From an optimization exercise on the open Yosys and OpenROAD flow, aimed at small area and a short achievable clock period; shortcuts taken in it are not production practice. Where RTL was checked, it was by simulation tests only, not by an equivalence proof against the original.

==> flow/design.v (excerpt) <==
module iir(
    input clk,
    input rst_n,
    input [31:0] x,
    output reg [31:0] y
    );
reg [31:0] x1, p;
wire inv1 = ~y[0];
wire inv2 = ~y[1];
wire inv3 = ~y[2];
wire inv4 = ~y[3];
wire inv5 = ~y[4];
wire inv6 = ~y[5];
wire inv7 = ~y[6];
wire inv8 = ~y[7];
wire inv9 = ~y[8];
wire inv10 = ~y[9];
wire inv11 = ~y[10];
wire inv12 = ~y[11];
wire inv13 = ~y[12];
wire inv14 = ~y[13];
wire inv15 = ~y[14];
wire inv16 = ~y[15];
wire inv17 = ~y[16];
wire inv18 = ~y[17];
wire inv19 = ~y[18];
wire inv20 = ~y[19];
wire inv21 = ~y[20];
wire inv22 = ~y[21];
wire inv23 = ~y[22];
wire inv24 = ~y[23];
wire inv25 = ~y[24];
wire inv26 = ~y[25];
wire inv27 = ~y[26];
wire inv28 = ~y[27];
wire inv29 = ~y[28];
wire inv30 = ~y[29];
wire xe31 = p[2] ^ inv1;
wire xs32 = xe31 ^ x[0];
wire ag33 = p[2] & inv1;
wire og34 = p[2] | inv1;
wire c135 = ~((x[0] & og34) | ag33);
wire sm36 = ~(xs32 ^ x[1]);
wire c237 = xs32 | x[1];
wire xe38 = p[3] ^ inv2;
wire xs39 = xe38 ^ x[1];
wire ag40 = p[3] & inv2;
wire og41 = p[3] | inv2;
wire c142 = ~((x[1] & og41) | ag40);
wire xu43 = xs39 ^ x[2];
wire sm44 = ~(xu43 ^ c135);
wire na45 = ~(xs39 & x[2]);
wire no46 = ~(xs39 | x[2]);
wire c247 = ~((c135 & na45) | no46);
wire xe48 = p[4] ^ inv3;
wire xs49 = xe48 ^ x[2];
wire ag50 = p[4] & inv3;
wire og51 = p[4] | inv3;
wire c152 = ~((x[2] & og51) | ag50);
wire xu53 = xs49 ^ x[3];
wire sm54 = ~(xu53 ^ c142);
wire na55 = ~(xs49 & x[3]);
wire no56 = ~(xs49 | x[3]);
wire c257 = ~((c142 & na55) | no56);
wire xe58 = p[5] ^ inv4;
wire xs59 = xe58 ^ x[3];
wire ag60 = p[5] & inv4;
wire og61 = p[5] | inv4;
wire c162 = ~((x[3] & og61) | ag60);
wire xu63 = xs59 ^ x[4];
wire sm64 = ~(xu63 ^ c152);
wire na65 = ~(xs59 & x[4]);
wire no66 = ~(xs59 | x[4]);
wire c267 = ~((c152 & na65) | no66);
wire xe68 = p[6] ^ inv5;
wire xs69 = xe68 ^ x[4];
wire ag70 = p[6] & inv5;
wire og71 = p[6] | inv5;
wire c172 = ~((x[4] & og71) | ag70);
wire xu73 = xs69 ^ x[5];
wire sm74 = ~(xu73 ^ c162);
wire na75 = ~(xs69 & x[5]);
wire no76 = ~(xs69 | x[5]);
  ...
Size in the first run: roughly 1000 cells after synthesis, roughly 66 I/O pins, about 0.0085 mm2 of cells after synthesis.
==> flow/config.mk <==
export PLATFORM = sky130hd
export DESIGN_NAME = iir
export DESIGN_NICKNAME = iir
export VERILOG_FILES = /design/flow/design.v
export SDC_FILE = /design/flow/constraint.sdc
export NUM_CORES = 4
export LEC_CHECK = 0
export CAP_MARGIN = 20
export CORE_MARGIN = 2
export CORE_UTILIZATION = 75
export CTS_BUF_LIST = sky130_fd_sc_hd__clkbuf_4 sky130_fd_sc_hd__clkbuf_8
export SETUP_SLACK_MARGIN = 4
export SLEW_MARGIN = 20
==> flow/constraint.sdc <==
create_clock -name core_clock -period 7.5 [get_ports {clk}]
set_input_delay 1.5000 -clock core_clock [delete_from_list [all_inputs] [get_ports {clk}]]
set_output_delay 1.5000 -clock core_clock [all_outputs]
set_load 0.01 [all_outputs]
standard.sh (not shown) runs the stock make flow with config.mk's settings and CLKGATE_MAP_FILE= SYNTH_SCRIPT=/design/flow/synth_recipe.tcl, a recipe that flattens the netlist after the stock synthesis.
==> flow/flow/run.sh <==
#!/bin/bash
# Layout flow: the standard ORFS flow (standard.sh), with two changes:
#  1. the combinational logic of the standard synthesis is replaced by the
#     gate-level netlist that gen2.py writes from the same description as
#     rtl/iir.v (same registers, same names and cell types; checked by
#     swap_netlist.py, and the standard netlist is kept if they differ);
#  2. the port buffers are buf_4 cells on the inputs and buf_1 cells on the
#     outputs (flow/buffer_outputs.tcl) instead of the default cell.
set -euo pipefail
export BUFFER_PORTS_ARGS="-inputs -buffer_cell sky130_fd_sc_hd__buf_4"
export PRE_GLOBAL_PLACE_TCL="$PWD/flow/buffer_outputs.tcl"
R=orfs/results/sky130hd/iir/base
bash standard.sh synth > standard_synth.log 2>&1
python3 flow/gen2.py --ytree fast42 --fap cell --net custom_netlist.v > gen2.log 2>&1
if python3 flow/swap_netlist.py $R/1_2_yosys.v custom_netlist.v > swap_netlist.log 2>&1; then
  cp $R/1_2_yosys.v standard_1_2_yosys.v
  cp custom_netlist.v $R/1_2_yosys.v
  touch $R/1_2_yosys.v
  rm -f $R/1_synth.odb $R/1_synth.sdc
fi
bash standard.sh finish > standard_finish.log 2>&1
Other scripts of this flow, unchanged in this note and not shown: flow/flow/buffer_outputs.tcl, flow/flow/gen2.py, flow/flow/swap_netlist.py
Then changed:
--- a/flow/config.mk
+++ b/flow/config.mk
@@ -10 +10 @@
-export CORE_UTILIZATION = 75
+export CORE_UTILIZATION = 65
Effect: Global-route usage shrinks by 4.1 points; setup slack improves by 0.046 ns; synthesized cell count is unchanged; area after synthesis is unchanged; via count fell by 4.0%; worst hold slack gets worse by 0.0031 ns.
Then changed:
--- a/flow/config.mk
+++ b/flow/config.mk
@@ -10 +10 @@
-export CORE_UTILIZATION = 65
+export CORE_UTILIZATION = 70
Result: The changed run completed with no timing, DRC or antenna violations; cell area fell slightly; utilization rose by 4.1 points; routed wire length stays flat; flip-flop and latch count does not change.


iir, a different RTL version from the one above (not shown whole).
Size: about 820 cells after synthesis, ~66 I/O pins, ~0.0078 mm² of cells after synthesis.
export LEC_CHECK = 0
export CAP_MARGIN = 20
export CORE_MARGIN = 2
export CORE_UTILIZATION = 60
export SETUP_SLACK_MARGIN = 4
export SLEW_MARGIN = 20
create_clock -name core_clock -period 7.5 [get_ports {clk}]
==> flow/flow/run.sh <==
#!/bin/bash
# Layout flow: the standard ORFS flow (standard.sh), with two changes:
#  1. the combinational logic of the standard synthesis is replaced by the
#     gate-level netlist that gen2.py writes from the same description as
#     rtl/iir.v (same registers, same names and cell types; checked by
#     swap_netlist.py, and the standard netlist is kept if they differ);
#  2. the port buffers are buf_2 cells instead of the default.
set -euo pipefail
export BUFFER_PORTS_ARGS="-buffer_cell sky130_fd_sc_hd__buf_2"
R=orfs/results/sky130hd/iir/base
bash standard.sh synth > standard_synth.log 2>&1
python3 flow/gen2.py --net custom_netlist.v > gen2.log 2>&1
if python3 flow/swap_netlist.py $R/1_2_yosys.v custom_netlist.v > swap_netlist.log 2>&1; then
  cp $R/1_2_yosys.v standard_1_2_yosys.v
  cp custom_netlist.v $R/1_2_yosys.v
  touch $R/1_2_yosys.v
  rm -f $R/1_synth.odb $R/1_synth.sdc
fi
bash standard.sh finish > standard_finish.log 2>&1
Other scripts of this flow, unchanged in this note and not shown: flow/flow/gen2.py, flow/flow/swap_netlist.py
The baseline produced a clean layout.
Rerun with:
--- a/flow/flow/run.sh
+++ b/flow/flow/run.sh
@@ -6,5 +6,5 @@
 #     swap_netlist.py, and the standard netlist is kept if they differ);
-#  2. the port buffers are buf_2 cells instead of the default.
+#  2. the port buffers are buf_1 cells instead of the default.
 set -euo pipefail
-export BUFFER_PORTS_ARGS="-buffer_cell sky130_fd_sc_hd__buf_2"
+export BUFFER_PORTS_ARGS="-buffer_cell sky130_fd_sc_hd__buf_1"
 R=orfs/results/sky130hd/iir/base
Result: The new run went through all stages and came out clean. Setup slack is better by 41 ps. Global-route usage drops by 0.55 points. First-iteration DRC count drops by 20%.
Function was not checked in any run of this note: the RTL went through the layout flow alone.


run A:
iir with an RTL version that a note above also has.
Size in the first run: roughly 1,000 cells after synthesis, about 66 I/O pins, roughly 0.0085 mm² of cells after synthesis.
Settings: LEC_CHECK=0, CAP_MARGIN=20, CORE_MARGIN=2, CORE_UTILIZATION=70, CTS_BUF_LIST=sky130_fd_sc_hd__clkbuf_4 sky130_fd_sc_hd__clkbuf_8, SETUP_SLACK_MARGIN=4, SLEW_MARGIN=20, TNS_END_PERCENT=20; clock period 7.5 ns.
==> flow/flow/run.sh <==
#!/bin/bash
# Layout flow: the standard ORFS flow (standard.sh), with two changes:
#  1. the combinational logic of the standard synthesis is replaced by the
#     gate-level netlist that gen2.py writes from the same description as
#     rtl/iir.v (same registers, same names and cell types; checked by
#     swap_netlist.py, and the standard netlist is kept if they differ);
#  2. the port buffers are buf_1 cells instead of the default.
set -euo pipefail
export BUFFER_PORTS_ARGS="-buffer_cell sky130_fd_sc_hd__buf_1"
R=orfs/results/sky130hd/iir/base
bash standard.sh synth > standard_synth.log 2>&1
python3 flow/gen2.py --ytree fast42 --fap cell --net custom_netlist.v > gen2.log 2>&1
if python3 flow/swap_netlist.py $R/1_2_yosys.v custom_netlist.v > swap_netlist.log 2>&1; then
  cp $R/1_2_yosys.v standard_1_2_yosys.v
  cp custom_netlist.v $R/1_2_yosys.v
  touch $R/1_2_yosys.v
  rm -f $R/1_synth.odb $R/1_synth.sdc
fi
bash standard.sh finish > standard_finish.log 2>&1
Other scripts of this flow, unchanged in this note and not shown: flow/flow/gen2.py, flow/flow/swap_netlist.py
Run A finished every stage and its layout cleared the timing, DRC and antenna checks.
Input changes introduced in run B (baseline for comparison: run A):
Settings: removing TNS_END_PERCENT (formerly 20).
- Run B was carried through to the last stage, and its layout satisfied the timing, DRC and antenna checks.
- Run B vs. run A: worst hold margin climbed 0.0031 ns, global-route usage climbed 0.76 points.
- Compared run B vs run A, and signed area change from the synthesized netlist to the final layout is down in run B.
- Number of cells upsized or downsized after cts: run B < run A
diff inputs: run B => run C
-- flow/flow/run.sh --
<<< run B, line 9
export BUFFER_PORTS_ARGS="-buffer_cell sky130_fd_sc_hd__buf_1"
R=orfs/results/sky130hd/iir/base
>>> run C, line 9
export BUFFER_PORTS_ARGS="-buffer_cell sky130_fd_sc_hd__buf_1"
export RECOVER_POWER=100
R=orfs/results/sky130hd/iir/base
[summary]
Run C -> stages 100% | layout checks FAIL | max-capacitance violations, max-slew violations
Run C vs run B on shortest clock period the worst path allows after layout: run C is the higher one.


The RTL this note starts from:
==> flow/design.v <==
module iir(
    input clk,
    input rst_n,
    input [31:0] x,
    output reg [31:0] y
    );
reg [31:0] x1, p;
always @(posedge clk or negedge rst_n)
begin
    if (!rst_n)
    begin
        x1 <= 32'd0;
        p  <= 32'd0;
        y  <= 32'd0;
    end
    else
    begin
        x1 <= x;
        p  <= x + (x1 << 1) - 32'd3 * y;
        y  <= 32'd6 * x - (y << 2) + p;
    end
end
endmodule
Settings: LEC_CHECK=0, ABC_CLOCK_PERIOD_IN_PS=2500, CAP_MARGIN=20, CORE_MARGIN=2, CORE_UTILIZATION=40, SLEW_MARGIN=20; clock period 7.5 ns.
run.sh (not shown) runs the stock make flow with config.mk's settings and CLKGATE_MAP_FILE= SYNTH_SCRIPT=/design/flow/synth_recipe.tcl, a recipe that flattens the netlist after the stock synthesis.
Stock flow here: none of the scripts above is used.
Change:
- ABC_CLOCK_PERIOD_IN_PS: 2500 -> unset
Effect: Worst hold slack does not change. Via count is unchanged. Cell area stays the same. Register-to-register slack is about the same. Worst setup slack is unchanged. Sequential cell count is unchanged.
No run of this note included a check of the RTL's function; only the layout flow was run.


iir, a different RTL version from the one above (not shown whole).
Size: about 95 flip-flops, about 66 I/O pins, roughly 7800 um^2 of cells after synthesis.
make LEC_CHECK=0 CAP_MARGIN=20 CORE_MARGIN=2 CORE_UTILIZATION=40 SETUP_SLACK_MARGIN=3 SLEW_MARGIN=20 finish   # period 7.5 ns
Edit:
==> flow/flow/run.sh (new file) <==
#!/bin/bash
# Standard ORFS layout (the standard.sh, standard synthesis unchanged); the
# only change is the cell used for the input/output port buffers.
set -euo pipefail
export BUFFER_PORTS_ARGS="-buffer_cell sky130_fd_sc_hd__buf_2"
bash standard.sh finish > standard_flow.log 2>&1
==> flow/standard.sh (new file) <==
#!/bin/bash
# synth_recipe.tcl (not shown) runs the flow's synth.tcl, then flattens the netlist and writes it again
# the make line also repeats each setting of config.mk as NAME=value (left out here)
make -C /OpenROAD-flow-scripts/flow DESIGN_CONFIG=/design/flow/config.mk WORK_HOME=/design/flow/orfs CLKGATE_MAP_FILE= SYNTH_SCRIPT=/design/flow/synth_recipe.tcl "${@:-finish}"
CORE_UTILIZATION = 60   (was 40)
removed: flow/run.sh
Outcome:
- routed wire length went down by 8.4%
- cell area goes down by 6.8%
- clock-buffer cell count falls by 1
- sequential share of layout area grows by 1.8 points
- worst setup slack gets better by 0.073 ns
- first-iteration DRC count went down by 30%
- final cell count went down by 9.9%
- sequential cell count stays the same
- utilization came out higher by 21 points
Edit:
==> flow/run.sh (new file) <==
#!/bin/bash
# synth_recipe.tcl (not shown) runs the flow's synth.tcl, then flattens the netlist and writes it again
# the make line also repeats each setting of config.mk as NAME=value (left out here)
make -C /OpenROAD-flow-scripts/flow DESIGN_CONFIG=/design/flow/config.mk WORK_HOME=/design/flow/orfs CLKGATE_MAP_FILE= SYNTH_SCRIPT=/design/flow/synth_recipe.tcl finish
CORE_UTILIZATION = 40   (was 60)
SETUP_SLACK_MARGIN = unset   (was 3)
removed: flow/flow/run.sh
removed: flow/standard.sh
Result:
- core utilization went down by 23 points
- via count is lower by about 0.6%
- clock-buffer cell count stays the same
- final area climbs by 1.9%
- final cell count came out higher by 8.6%
- worst setup slack is worse by 0.75 ns
- wire length went up by 4.3%
Edit:
SETUP_SLACK_MARGIN = 4   (was unset)
Cell area is higher by about 14%.
Synthesized area is unchanged.
Global-route usage goes up by 0.71 points.

-- re-timing with driven ports --
Ports are ideal in the flow. The routed layouts listed here were re-timed in OpenROAD.
Step 1 (the two cells are an assumption about what drives the block):
set clk [get_ports {clk}]
set_driving_cell -lib_cell sky130_fd_sc_hd__clkbuf_16 $clk
set_driving_cell -lib_cell sky130_fd_sc_hd__buf_2 [delete_from_list [all_inputs] $clk]
Step 2 adds t to the input delays and takes it off the output delays; t is the mean of the earliest and latest rising clock arrival at the registers after step 1. Input paths then give back, and output paths get back, about the clock's delay inside the block.
Slacks: ideal / step 1 / step 2; pairs: ideal / step 1.
| run | shift t [ns] | setup WS [ns] | worst setup path at the end | worst register clock-pin slew, ns | worst data-port slew with drivers (ns) |
|---|---|---|---|---|---|
| the first run of note 1 | 0.418 | 4.101 / 4.116 / 3.698 | input to register | 0.10 / 0.10 | 0.04 |
| the second run of note 1 | 0.421 | 4.148 / 4.164 / 3.743 | input to register | 0.10 / 0.10 | 0.06 |
| the third run of note 1 | 0.408 | 4.168 / 4.179 / 3.771 | input to register | 0.10 / 0.10 | 0.06 |
| the first run of note 2 | 0.391 | 3.892 / 3.894 / 3.503 | input to register | 0.07 / 0.07 | 0.05 |
| the second run of note 2 | 0.389 | 3.932 / 3.941 / 3.552 | input to register | 0.07 / 0.07 | 0.05 |
| run A | 0.417 | 4.104 / 4.116 / 3.699 | input to register | 0.10 / 0.10 | 0.05 |
| run B | 0.413 | 4.131 / 4.147 / 3.734 | input to register | 0.10 / 0.10 | 0.06 |
| run C | 0.413 | 3.314 / 3.329 / 2.916 | input to register | 0.11 / 0.11 | 0.05 |
| the first run of note 4 | 0.393 | 0.685 / 0.711 / 0.319 | input to register | 0.07 / 0.07 | 0.03 |
| the second run of note 4 | 0.393 | 0.685 / 0.711 / 0.319 | input to register | 0.07 / 0.07 | 0.03 |
| the first run of note 5 | 0.396 | 3.039 / 3.025 / 2.630 | input to register | 0.08 / 0.08 | 0.06 |
| the second run of note 5 | 0.388 | 3.112 / 3.125 / 2.737 | input to register | 0.07 / 0.07 | 0.04 |
| the third run of note 5 | 0.393 | 2.359 / 2.372 / 1.979 | input to register | 0.08 / 0.08 | 0.04 |
| the fourth run of note 5 | 0.394 | 3.161 / 3.138 / 2.744 | input to register | 0.07 / 0.07 | 0.07 |
For the fourth run of note 5, which loses most, drivers alone change the setup slack by -0.023 ns; drivers and shift together by -0.417 ns.
